From an optimization exercise on the open Yosys and OpenROAD flow, aimed at small area; shortcuts taken in it are not production practice.
The RTL was checked by simulation tests, not by an equivalence proof against the original design.
No activity file was given, so power comes from the tool's default toggle rates.

## quartz
Design pim_system, start of the top module:
module pim_system #(
    parameter int BUS_WIDTH_BITS           = 64,
    parameter int CMD_SIZE_BITS            = 64,
    parameter int FETCH_BUS_TRANSFERS      = 128,
    parameter int MACS_PER_CYCLE           = 16,
    parameter int PIM_BASE_LATENCY_CYCLES  = 20,
    parameter int FETCH_CYCLES             = 5,
    parameter int STORE_CYCLES             = 5,
    parameter int SEQUENCER_FIFO_DEPTH     = 4,
    parameter int MICROPROG_LEN_WORDS      = 4,
    parameter int ADDR_WIDTH_BITS          = 64,
    parameter int MEM_DEPTH_WORDS          = 1024
)(
    input  logic clk,
    input  logic rst_n,
    input  logic cpu_cmd_valid,
    input  logic [CMD_SIZE_BITS-1:0]  cpu_cmd_data,
    output logic cpu_cmd_ready,
    input  logic cpu_microprog_valid,
    input  logic [CMD_SIZE_BITS*MICROPROG_LEN_WORDS-1:0] cpu_microprog_data,
    output logic cpu_microprog_ack,
    input  logic cpu_execute_seq_valid,
    output logic cpu_execute_seq_ready,
    output logic pim_system_idle,
    output logic sequencer_busy_out
);
Size: about 480 cells after synthesis, about 290 flip-flops, roughly 330 I/O pins, about 9600 um2 of cells after synthesis.
export LEC_CHECK = 0
export CAP_MARGIN = 20
export CORE_MARGIN = 2
export CORE_UTILIZATION = 70
export PLACE_DENSITY = 0.9
export SLEW_MARGIN = 20
create_clock -name core_clock -period 5.0 [get_ports {clk}]
standard.sh (not shown) runs the stock make flow with config.mk's settings and CLKGATE_MAP_FILE= SYNTH_SCRIPT=/design/flow/synth_recipe.tcl, a recipe that flattens the netlist after the stock synthesis.
==> flow/flow/run.sh <==
#!/bin/bash
# The standard layout (standard.sh) with three changes:
#  - synthesis is the standard flow's synthesis script (synth_recipe.tcl, ORFS synth.tcl)
#    with only the ABC mapping script replaced by flow/abc_area.script
#    (area-oriented mapping plus don't-care optimisation, mfs2); the Yosys
#    passes, and so the registers and their names, are unchanged;
#  - port buffers are the smallest buffer, buf_1 (every port still gets one);
#  - clock tree synthesis builds its tree from clkbuf_8 and its leaves from
#    clkbuf_4 in clusters of at most 11 sinks, without dummy loads.
# The make run's output goes to standard.log; ORFS keeps each tool's own
# log under orfs/logs/.
set -euo pipefail
here=$(pwd)
sed "s#^source \$::env(SCRIPTS_DIR)/synth_preamble.tcl\$#&\nset abc_args [lreplace \$abc_args 1 1 $here/flow/abc_area.script]\nputs \"ABC script: [lindex \$abc_args 1]\"#" \
  "$FLOW_HOME/scripts/synth.tcl" > synth_abc.tcl
grep -q "flow/abc_area.script" synth_abc.tcl
sed "s#^source \$::env(SCRIPTS_DIR)/synth.tcl\$#source $here/synth_abc.tcl#" synth_recipe.tcl > own_synth.tcl
grep -q "source $here/synth_abc.tcl" own_synth.tcl
export BUFFER_PORTS_ARGS="-buffer_cell sky130_fd_sc_hd__buf_1"
export CTS_ARGS="-sink_clustering_enable -repair_clock_nets -dont_use_dummy_load -buf_list {sky130_fd_sc_hd__clkbuf_4 sky130_fd_sc_hd__clkbuf_8} -root_buf sky130_fd_sc_hd__clkbuf_8 -tree_buf sky130_fd_sc_hd__clkbuf_8 -sink_clustering_buffer sky130_fd_sc_hd__clkbuf_4 -sink_clustering_size 12 -sink_clustering_max_diameter 40"
bash standard.sh SYNTH_SCRIPT="$here/own_synth.tcl" finish > standard.log 2>&1
==> flow/flow/abc_area.script <==
&get -n
&st
&dc2
&put
&get -n
&st
&dch -f
&nf -R 1000 -p
&put
mfs2 -W 10
&get -n
&st
&dch -f
&nf -R 1000 -p
&put
mfs2 -W 10
&get -n
&st
&dch -f
&nf -R 1000 -p
&put
mfs2 -W 10
strash
&get -n
&st
&dch -f
&nf -R 1000 -p
&put
mfs2 -W 10
strash
&get -n
&st
&dch -f
&nf -R 1000 -p
&put
topo
Every stage of the flow completed for quartz, and the final layout passed the timing, DRC and antenna checks.
Input-level comparison between tundra and quartz:
Settings: PLACE_DENSITY changed from 0.9 to 0.8.
-- flow/flow/run.sh --
<<< quartz, line 9
#    clkbuf_4 in clusters of at most 11 sinks, without dummy loads.
>>> tundra, line 9
#    clkbuf_4 in clusters of at most 10 sinks, without dummy loads.
<<< quartz, line 20
export CTS_ARGS="-sink_clustering_enable -repair_clock_nets -dont_use_dummy_load -buf_list {sky130_fd_sc_hd__clkbuf_4 sky130_fd_sc_hd__clkbuf_8} -root_buf sky130_fd_sc_hd__clkbuf_8 -tree_buf sky130_fd_sc_hd__clkbuf_8 -sink_clustering_buffer sky130_fd_sc_hd__clkbuf_4 -sink_clustering_size 12 -sink_clustering_max_diameter 40"
>>> tundra, line 20
export CTS_ARGS="-sink_clustering_enable -repair_clock_nets -dont_use_dummy_load -buf_list {sky130_fd_sc_hd__clkbuf_4 sky130_fd_sc_hd__clkbuf_8} -root_buf sky130_fd_sc_hd__clkbuf_8 -tree_buf sky130_fd_sc_hd__clkbuf_8 -sink_clustering_buffer sky130_fd_sc_hd__clkbuf_4 -sink_clustering_size 12 -sink_clustering_max_diameter 30"
--- outcome ---
- Any difference in initial core utilization between quartz and tundra is small enough to ignore.
- Final-layout clock buffer total was higher in tundra than in quartz.
- quartz has higher switching share of power than tundra.
- Routed wire in tundra totals less than in quartz.

========
pim_system, a different RTL version from the one above (not shown whole).
For scale: ~510 cells after synthesis, ~330 I/O pins.
clock: 5.0 ns
lec_check: 0
cap_margin: 20
core_margin: 2
core_utilization: 75
place_density: 0.85
slew_margin: 20
==> flow/flow/run.sh <==
#!/bin/bash
# The standard layout (standard.sh: standard synthesis, floorplan,
# placement, CTS, routing), with two changes passed through the ORFS
# variables it reads:
#  - port buffers are the smallest buffer, buf_1 (every port still gets one);
#  - clock tree synthesis builds its tree from clkbuf_8 and its leaves from
#    clkbuf_4 in clusters of at most 11 sinks, without dummy loads.
# The whole make run's output goes to standard.log; ORFS keeps each
# tool's own log under orfs/logs/.
set -euo pipefail
export BUFFER_PORTS_ARGS="-buffer_cell sky130_fd_sc_hd__buf_1"
export CTS_ARGS="-sink_clustering_enable -repair_clock_nets -dont_use_dummy_load -buf_list {sky130_fd_sc_hd__clkbuf_4 sky130_fd_sc_hd__clkbuf_8} -root_buf sky130_fd_sc_hd__clkbuf_8 -tree_buf sky130_fd_sc_hd__clkbuf_8 -sink_clustering_buffer sky130_fd_sc_hd__clkbuf_4 -sink_clustering_size 11 -sink_clustering_max_diameter 40"
bash standard.sh > standard.log 2>&1
Next try:
==> flow/flow/run.sh (replaced) <==
#!/bin/bash
# Standard layout, with two changes: the port buffers are the smallest
# buffer (buf_1), and clock tree synthesis uses smaller clock buffers and
# no dummy loads.
set -euo pipefail
export BUFFER_PORTS_ARGS="-buffer_cell sky130_fd_sc_hd__buf_1"
export CTS_ARGS="-sink_clustering_enable -repair_clock_nets -dont_use_dummy_load -buf_list {sky130_fd_sc_hd__clkbuf_4} -sink_clustering_size 12 -sink_clustering_max_diameter 40"
bash standard.sh > standard.log 2>&1
CORE_UTILIZATION = 70   (was 75)
PLACE_DENSITY = 0.8   (was 0.85)
=> The new run went through all stages and came out clean; worst setup slack gets better by 0.13 ns; area after synthesis is unchanged; flip-flop and latch count stays the same; final cell count hardly moves; count of clock-buffer cells in the layout came out lower by 5; combinational power went down by about 3%; die area increases by 6.9%.
Next try:
==> flow/flow/run.sh (replaced) <==
#!/bin/bash
# The standard layout (standard.sh: standard synthesis, floorplan,
# placement, CTS, routing), with two changes passed through the ORFS
# variables it reads:
#  - port buffers are the smallest buffer, buf_1 (every port still gets one);
#  - clock tree synthesis builds its tree from clkbuf_8 and its leaves from
#    clkbuf_4 in clusters of at most 11 sinks, without dummy loads.
# The whole make run's output goes to standard.log; ORFS keeps each
# tool's own log under orfs/logs/.
set -euo pipefail
export BUFFER_PORTS_ARGS="-buffer_cell sky130_fd_sc_hd__buf_1"
export CTS_ARGS="-sink_clustering_enable -repair_clock_nets -dont_use_dummy_load -buf_list {sky130_fd_sc_hd__clkbuf_4 sky130_fd_sc_hd__clkbuf_8} -root_buf sky130_fd_sc_hd__clkbuf_8 -tree_buf sky130_fd_sc_hd__clkbuf_8 -sink_clustering_buffer sky130_fd_sc_hd__clkbuf_4 -sink_clustering_size 11 -sink_clustering_max_diameter 40"
bash standard.sh > standard.log 2>&1
CORE_UTILIZATION = 60   (was 70)
PLACE_DENSITY = 0.7   (was 0.8)
Design area rises slightly.
Core utilization falls by 11 points.
Global-route usage falls by 2.9 points.
Critical path depth rises by 3.
Final cell count rises by a few percent.
Die area rises by about a fifth.
Setup slack gets better by 0.039 ns.
Total power rises by a few percent.
Clock-buffer cell count rises by 5.
Register-to-register slack gets worse by 0.27 ns.

==> re-timing with driven ports <==
In the flow no input, the clock included, has a driving cell. The finished layouts below were timed again as built, in two steps. Step 1 (the two cells are an assumption about what drives the block):
set clk [get_ports {clk}]
set_driving_cell -lib_cell sky130_fd_sc_hd__clkbuf_16 $clk
set_driving_cell -lib_cell sky130_fd_sc_hd__buf_2 [delete_from_list [all_inputs] $clk]
Step 2 adds t to the input delays and takes it off the output delays; t is the mean of the earliest and latest rising clock arrival at the registers after step 1. Input paths then give back, and output paths get back, about the clock's delay inside the block. Slacks: no drivers / after step 1 / after step 2; pairs: no drivers / after step 1.
| run | t (ns) | setup slack, ns | hold slack, ns | clock arrival spread, ns | cell pins on the clock port's net |
|---|---|---|---|---|---|
| quartz | 0.549 | 1.367 / 1.367 / 1.278 | 0.388 / 0.388 / 0.388 | 0.055 / 0.056 | 1 |
| tundra | 0.542 | 1.518 / 1.518 / 1.283 | 0.380 / 0.380 / 0.380 | 0.063 / 0.063 | 1 |
| the first run of note 2 | 0.530 | 1.385 / 1.348 / 1.755 | 0.403 / 0.403 / 0.403 | 0.047 / 0.047 | 1 |
| the second run of note 2 | 0.646 | 1.511 / 1.476 / 1.835 | 0.350 / 0.337 / 0.392 | 0.066 / 0.066 | 1 |
| the third run of note 2 | 0.518 | 1.550 / 1.513 / 1.742 | 0.372 / 0.372 / 0.372 | 0.058 / 0.058 | 1 |
After both steps setup and hold are still met in every run listed. For tundra, which loses most, drivers alone change the setup slack by 0.000 ns; drivers and shift together by -0.235 ns.
